From an optimization exercise on the open Yosys and OpenROAD flow, aimed at small area; shortcuts taken in it are not production practice. Function was checked by simulation only, so behaviour that the tests miss may differ from the original. Power is estimated from default activity; no workload was simulated.

==> flow/design.v <==
module simon(
    input wire clk,
    input wire rst,
    input wire [3:0] btn,
    input wire start,
    input wire difficulty,  
    output reg [3:0] led,
    output reg [11:0] rgb,
    output reg hsync,
    output reg vsync,
    output reg [6:0] score,    
    output reg [3:0] an        
);
    localparam IDLE  = 3'b000;
    localparam SHOW  = 3'b001;
    localparam INPUT = 3'b011;
    localparam WIN   = 3'b010;
    localparam LOSE  = 3'b100;
    localparam L_OFF = 2'd0;    
    localparam L_SEQ = 2'd1;    
    localparam L_BTN = 2'd2;    
    localparam L_ALL = 2'd3;    
    localparam J0 = 3'b000, J1 = 3'b001, J2 = 3'b011, J3 = 3'b111, J4 = 3'b110, J5 = 3'b100;
    reg [16:0] tb;
    reg [4:0]  h_hi;
    reg [9:0]  v_count;
    reg [17:0] tc;
    reg [16:0] tb_n;
    reg [5:0]  hc;
    reg [4:0]  h_n;
    reg [10:0] vc;
    reg [9:0]  v_n;
    integer i;
    wire h_end = h_hi[4] & h_hi[3];                  
    wire v_end = v_count[9] & v_count[3] & v_count[2];  
    always @* begin
        tc[0] = 1'b1;
        for (i = 0; i < 17; i = i + 1) begin
            tb_n[i] = tb[i] ^ tc[i];
            tc[i+1] = tc[i] & tb[i];
        end
        hc[0] = tc[7];
        for (i = 0; i < 5; i = i + 1) begin
            h_n[i] = (h_hi[i] ^ hc[i]) & ~(tc[7] & h_end);
            hc[i+1] = hc[i] & h_hi[i];
        end
        vc[0] = tc[7] & h_end;
        for (i = 0; i < 10; i = i + 1) begin
            v_n[i] = (v_count[i] ^ vc[i]) & ~(vc[0] & v_end);
            vc[i+1] = vc[i] & v_count[i];
        end
    end
    always @(posedge clk or posedge rst) begin
        if (rst) begin
            tb <= 17'd3;
            h_hi <= 0;
            v_count <= 0;
        end else begin
            tb <= tb_n;
            h_hi <= h_n;
            v_count <= v_n;
        end
    end
    wire h_vis = ~(h_hi[4] & (h_hi[3] | h_hi[2]));
    wire v_vis = ~(v_count[9] | (&v_count[8:5]));
    always @* begin
        hsync = ~(h_hi[4] & ~h_hi[3] & h_hi[2] &
                  ((h_hi[1] ^ h_hi[0]) | (~h_hi[1] & tb[6]) | (h_hi[1] & ~tb[6])));
        vsync = ~(v_count[9:1] == 9'd245);
    end
    wire tb_low = ~(|tb[14:2]) & ~(tb[1] & tb[0]);
    wire ds0 = ~tb[16] & (tb[15] ~^ tb_low);
    reg [15:0] lfsr_q;
    wire [15:0] lfsr = lfsr_q ^ 16'hAAAA;
    wire [15:0] lfsr_n = {lfsr[14:0], lfsr[15] ^ lfsr[14] ^ lfsr[12] ^ lfsr[3]};
    always @(posedge clk) begin
        if (rst)
            lfsr_q <= 16'hFFFF ^ 16'hAAAA;
        else
            lfsr_q <= lfsr_n ^ 16'hAAAA;
    end
    reg [2:0]  state;
    reg [2:0]  e;
    reg [1:0]  lsrc;
    reg [2:0]  q;
    reg [12:0] cnt;         
    reg [3:0]  btn_prev;
    reg [3:0]  btn_valid;
    reg [1:0]  s0, s1, s2, s3, s4;
    reg [1:0] cur;
    always @* begin
        case (1'b1)
            (~q[2] & ~q[0]): cur = s0;
            (q[0] & ~q[1]):  cur = s1;
            (q[1] & ~q[2]):  cur = s2;
            (q[2] & q[0]):   cur = s3;
            default:         cur = s4;
        endcase
    end
    wire [3:0] cur_oh = 4'b0001 << cur;
    wire last  = q[2] & ~q[0];                        
    wire final_round = difficulty ? (~e[2] & ~e[0])   
                                  : (e[0] & ~e[1]);   
    wire off_f = cnt[11] | (&cnt[10:6] & (cnt[5] | cnt[4]));
    wire off_s = cnt[12] & (cnt[11] | cnt[10] | (&cnt[9:7] & (|cnt[6:3])));
    wire led_on = ~(difficulty ? off_s : off_f);
    wire step   = difficulty ? (cnt[12] & cnt[10] & cnt[9] & cnt[8] & cnt[6] & cnt[5] & cnt[4])
                             : (cnt[11] & cnt[8] & cnt[7] & cnt[6] & cnt[2]);
    wire any = |btn_valid;
    wire hit = (btn_valid == cur_oh);
    wire [1:0] newval = {lfsr[1] & lfsr[0], ~lfsr[1] & lfsr[0]};
    wire s_idle  = ~state[0] & ~state[1] & ~state[2];
    wire s_show  = state[0] & ~state[1];
    wire s_input = state[0] & state[1];
    wire s_win   = ~state[0] & state[1];
    wire s_lose  = state[2];
    wire go      = s_idle & start;
    wire show_adv = s_show & step;
    wire in_adv  = s_input & any & hit;
    wire success = in_adv & last;                     
    wire [2:0] e_n = go ? J4 : (success ? {~e[0], e[2:1]} : e);
    always @(posedge clk or posedge rst) begin
        if (rst) begin
            state <= IDLE;
            e <= J4;
            lsrc <= L_OFF;
        end else begin
            e <= e_n;
            lsrc <= L_OFF;
            case (state)
                IDLE: begin
                    if (start) state <= SHOW;
                end
                SHOW: begin
                    if (!step) begin
                        if (led_on) lsrc <= L_SEQ;
                    end else if (last)
                        state <= INPUT;
                end
                INPUT: begin
                    lsrc <= L_BTN;
                    if (any) begin
                        if (hit) begin
                            if (last) state <= final_round ? WIN : SHOW;
                        end else
                            state <= LOSE;
                    end
                end
                WIN: begin
                    lsrc <= L_ALL;
                    if (start) state <= IDLE;
                end
                LOSE: begin
                    if (start) state <= IDLE;
                end
                default: state <= IDLE;
            endcase
        end
    end
    reg [13:0] cc;
    reg [12:0] cnt_n;
    wire cnt_run = (s_show & ~step) | s_lose;
    always @* begin
        cc[0] = 1'b1;
        for (i = 0; i < 13; i = i + 1) begin
            cnt_n[i] = (cnt[i] ^ cc[i]) & cnt_run;
            cc[i+1] = cc[i] & cnt[i];
        end
    end
    always @(posedge clk) begin
        btn_prev <= btn;
        btn_valid <= btn & ~btn_prev;
        cnt <= cnt_n;
        if (s_idle)
            q <= J4;
        else if (show_adv | in_adv)
            q <= last ? (s_input ? {~e[0], e[2:1]} : e) : {q[1:0], ~q[2]};
        if (go | success) begin
            s0 <= s1;
            s1 <= s2;
            s2 <= s3;
            s3 <= s4;
            s4 <= s_idle ? lfsr[1:0] : newval;
        end
    end
    always @* begin
        case (lsrc)
            L_OFF: led = 4'b0000;
            L_SEQ: led = cur_oh;
            L_BTN: led = btn_prev;
            default: led = 4'b1111;
        endcase
    end
    always @* begin
        an = {3'b111, ~ds0};
        if (ds0) begin
            case (e)
                J4: score = 7'b1000000;  
                J3: score = 7'b1111001;  
                J2: score = 7'b0100100;  
                J1: score = 7'b0110000;  
                J0: score = 7'b0011001;  
                default: score = 7'b0010010;  
            endcase
        end else
            score = 7'b1111111;
    end
    wire vis = h_vis & v_vis;
    wire l_seq = ~lsrc[1] & lsrc[0];
    wire l_btn = lsrc[1] & ~lsrc[0];
    wire b_oh = (btn_prev == 4'b0001) | (btn_prev == 4'b0010) |
                (btn_prev == 4'b0100) | (btn_prev == 4'b1000);
    wire si = state[0];
    wire blink = cnt[10];
    wire r_on = (l_seq & (cur[0] ^ cur[1])) | (l_btn & b_oh & (btn_prev[1] | btn_prev[2]));
    wire g_on = (l_seq & cur[0]) | (l_btn & b_oh & (btn_prev[1] | btn_prev[3]));
    wire b_on = (l_seq & ~cur[0]) | (l_btn & b_oh & (btn_prev[0] | btn_prev[2]));
    wire led4 = si & ~(l_seq | (l_btn & b_oh));            
    wire dim3 = s_idle | (s_lose & ~blink);                
    wire rf = vis & ((si & r_on) | s_win);
    wire gf = vis & si & g_on;
    wire bf = vis & ((si & b_on) | (s_lose & blink));
    wire c4 = vis & led4;
    wire c3 = vis & dim3;
    always @* begin
        rgb[11] = rf; rgb[10] = rf | c4; rgb[9] = rf | c3; rgb[8] = rf | c3;
        rgb[7]  = gf; rgb[6]  = gf | c4; rgb[5] = gf | c3; rgb[4] = gf | c3;
        rgb[3]  = bf; rgb[2]  = bf | c4; rgb[1] = bf | c3; rgb[0] = bf | c3;
    end
endmodule
clock: 10.0 ns
lec_check: 0
cap_margin: 20
core_margin: 2
core_utilization: 40
cts_buf_list: sky130_fd_sc_hd__clkbuf_8
place_density: 0.6
slew_margin: 20
standard.sh (not shown) runs the stock make flow with config.mk's settings and CLKGATE_MAP_FILE= SYNTH_SCRIPT=/design/flow/synth_recipe.tcl, a recipe that flattens the netlist after the stock synthesis.
==> flow/flow/run.sh <==
#!/bin/bash
# The standard layout, with three changes:
#  - the port buffers are the smallest buffer cell (buf_1);
#  - before repair_design, every combinational cell is set to its
#    smallest-area drive strength (flow/downsize.tcl);
#  - clock tree synthesis adds no dummy loads.
export BUFFER_PORTS_ARGS="-buffer_cell sky130_fd_sc_hd__buf_1"
export PRE_RESIZE_TCL="$(pwd)/flow/downsize.tcl"
export CTS_ARGS="-sink_clustering_enable -repair_clock_nets -buf_list sky130_fd_sc_hd__clkbuf_8 -dont_use_dummy_load"
bash standard.sh > standard.log 2>&1
==> flow/flow/downsize.tcl <==
# Before repair_design: give every combinational cell the smallest-area cell
# of the same function (same name, other drive strength). repair_design that
# follows fixes any slew or capacitance violation this makes.
set dont_use [split $::env(DONT_USE_CELLS)]
set n 0
set saved 0.0
foreach inst [get_cells *] {
  set m [get_property $inst ref_name]
  if {![regexp {^(sky130_fd_sc_hd__[a-z0-9]+)_([0-9]+)$} $m -> base drv]} { continue }
  if {[regexp {__(df|edf|sdf|dl|clk|tap|conb|fill|decap|buf_|probe)} $m]} { continue }
  set cur [get_lib_cells $m]
  set best $m
  set best_area [get_property $cur area]
  foreach d {0 1 2 3 4 6 8 12 16} {
    set c ${base}_$d
    if {$c eq $m || [lsearch -exact $dont_use $c] >= 0} { continue }
    set lc [get_lib_cells -quiet $c]
    if {$lc eq ""} { continue }
    set a [get_property $lc area]
    if {$a < $best_area - 1e-6} { set best $c; set best_area $a }
  }
  if {$best ne $m} {
    set saved [expr {$saved + [get_property $cur area] - $best_area}]
    replace_cell $inst [get_lib_cells $best]
    incr n
  }
}
puts "downsize: replaced $n cells, saved $saved um2"
==> next run, changes <==
--- a/flow/design.v
+++ b/flow/design.v
@@ -12,12 +12,12 @@
     output reg [3:0] an        
 );
     localparam IDLE  = 3'b000;
     localparam SHOW  = 3'b001;
     localparam INPUT = 3'b011;
-    localparam WIN   = 3'b010;
-    localparam LOSE  = 3'b100;
+    localparam WIN   = 3'b100;
+    localparam LOSE  = 3'b101;
     localparam L_OFF = 2'd0;    
     localparam L_SEQ = 2'd1;    
     localparam L_BTN = 2'd2;    
     localparam L_ALL = 2'd3;    
     localparam J0 = 3'b000, J1 = 3'b001, J2 = 3'b011, J3 = 3'b111, J4 = 3'b110, J5 = 3'b100;
@@ -107,15 +107,14 @@
     wire step   = difficulty ? (cnt[12] & cnt[10] & cnt[9] & cnt[8] & cnt[6] & cnt[5] & cnt[4])
                              : (cnt[11] & cnt[8] & cnt[7] & cnt[6] & cnt[2]);
     wire any = |btn_valid;
     wire hit = (btn_valid == cur_oh);
     wire [1:0] newval = {lfsr[1] & lfsr[0], ~lfsr[1] & lfsr[0]};
-    wire s_idle  = ~state[0] & ~state[1] & ~state[2];
-    wire s_show  = state[0] & ~state[1];
-    wire s_input = state[0] & state[1];
-    wire s_win   = ~state[0] & state[1];
-    wire s_lose  = state[2];
+    wire s_idle  = (state == IDLE);
+    wire s_show  = (state == SHOW);
+    wire s_input = (state == INPUT);
+    wire s_lose  = (state == LOSE);
     wire go      = s_idle & start;
     wire show_adv = s_show & step;
     wire in_adv  = s_input & any & hit;
     wire success = in_adv & last;                     
     wire [2:0] e_n = go ? J4 : (success ? {~e[0], e[2:1]} : e);
@@ -169,14 +168,14 @@
     end
     always @(posedge clk) begin
         btn_prev <= btn;
         btn_valid <= btn & ~btn_prev;
         cnt <= cnt_n;
-        if (s_idle)
-            q <= J4;
+        if (s_idle | ((show_adv | in_adv) & last))
+            q <= e_n;
         else if (show_adv | in_adv)
-            q <= last ? (s_input ? {~e[0], e[2:1]} : e) : {q[1:0], ~q[2]};
+            q <= {q[1:0], ~q[2]};
         if (go | success) begin
             s0 <= s1;
             s1 <= s2;
             s2 <= s3;
             s3 <= s4;
@@ -203,28 +202,25 @@
                 default: score = 7'b0010010;  
             endcase
         end else
             score = 7'b1111111;
     end
-    wire vis = h_vis & v_vis;
-    wire l_seq = ~lsrc[1] & lsrc[0];
-    wire l_btn = lsrc[1] & ~lsrc[0];
-    wire b_oh = (btn_prev == 4'b0001) | (btn_prev == 4'b0010) |
-                (btn_prev == 4'b0100) | (btn_prev == 4'b1000);
-    wire si = state[0];
-    wire blink = cnt[10];
-    wire r_on = (l_seq & (cur[0] ^ cur[1])) | (l_btn & b_oh & (btn_prev[1] | btn_prev[2]));
-    wire g_on = (l_seq & cur[0]) | (l_btn & b_oh & (btn_prev[1] | btn_prev[3]));
-    wire b_on = (l_seq & ~cur[0]) | (l_btn & b_oh & (btn_prev[0] | btn_prev[2]));
-    wire led4 = si & ~(l_seq | (l_btn & b_oh));            
-    wire dim3 = s_idle | (s_lose & ~blink);                
-    wire rf = vis & ((si & r_on) | s_win);
-    wire gf = vis & si & g_on;
-    wire bf = vis & ((si & b_on) | (s_lose & blink));
-    wire c4 = vis & led4;
-    wire c3 = vis & dim3;
-    always @* begin
-        rgb[11] = rf; rgb[10] = rf | c4; rgb[9] = rf | c3; rgb[8] = rf | c3;
-        rgb[7]  = gf; rgb[6]  = gf | c4; rgb[5] = gf | c3; rgb[4] = gf | c3;
-        rgb[3]  = bf; rgb[2]  = bf | c4; rgb[1] = bf | c3; rgb[0] = bf | c3;
+    always @* begin
+        if (h_vis && v_vis) begin
+            case (state)
+                SHOW, INPUT: begin
+                    case (led)
+                        4'b0001: rgb = 12'h00F;
+                        4'b0010: rgb = 12'hFF0;
+                        4'b0100: rgb = 12'hF0F;
+                        4'b1000: rgb = 12'h0F0;
+                        default: rgb = 12'h444;
+                    endcase
+                end
+                WIN: rgb = 12'hF00;
+                LOSE: rgb = cnt[10] ? 12'h00F : 12'h333;
+                default: rgb = 12'h333;
+            endcase
+        end else
+            rgb = 12'h000;
     end
 endmodule
Outcome: Total power shrinks slightly; wire length climbs by a few percent; first-iteration DRC count is higher by well over a third; global-route usage is higher by 0.20 points; maximum frequency rose slightly; register-to-register slack gets worse by 20 ps; setup slack gets better by 87 ps; cell count went up by a few percent; area after synthesis went up slightly; via count went up by a few percent; cell area goes up slightly; die area is higher slightly; clock skew is about the same.

-- port drivers added, routing unchanged --
No port has a modelled driver above. Below, the same layouts with a new extraction and two added sets of constraints. Step 1 assumes that a clkbuf_16 drives the clock port and a buf_2 every other input. Step 2 also shifts input and output timing later by t, the mid clock arrival at the registers, as if the neighbouring blocks saw the same clock. a / b / c = ideal ports / drivers / drivers and shift; a / b = the first two.
run	t, ns	setup WS [ns]	hold slack, ns	clock arrival spread, ns	worst register clock-pin slew, ns
the first run	0.375	5.462 / 5.430 / 5.805	0.353 / 0.353 / 0.353	0.028 / 0.028	0.09 / 0.09
the second run	0.361	5.549 / 5.519 / 5.880	0.374 / 0.374 / 0.374	0.028 / 0.028	0.09 / 0.09
After both steps every run listed still meets setup and hold.
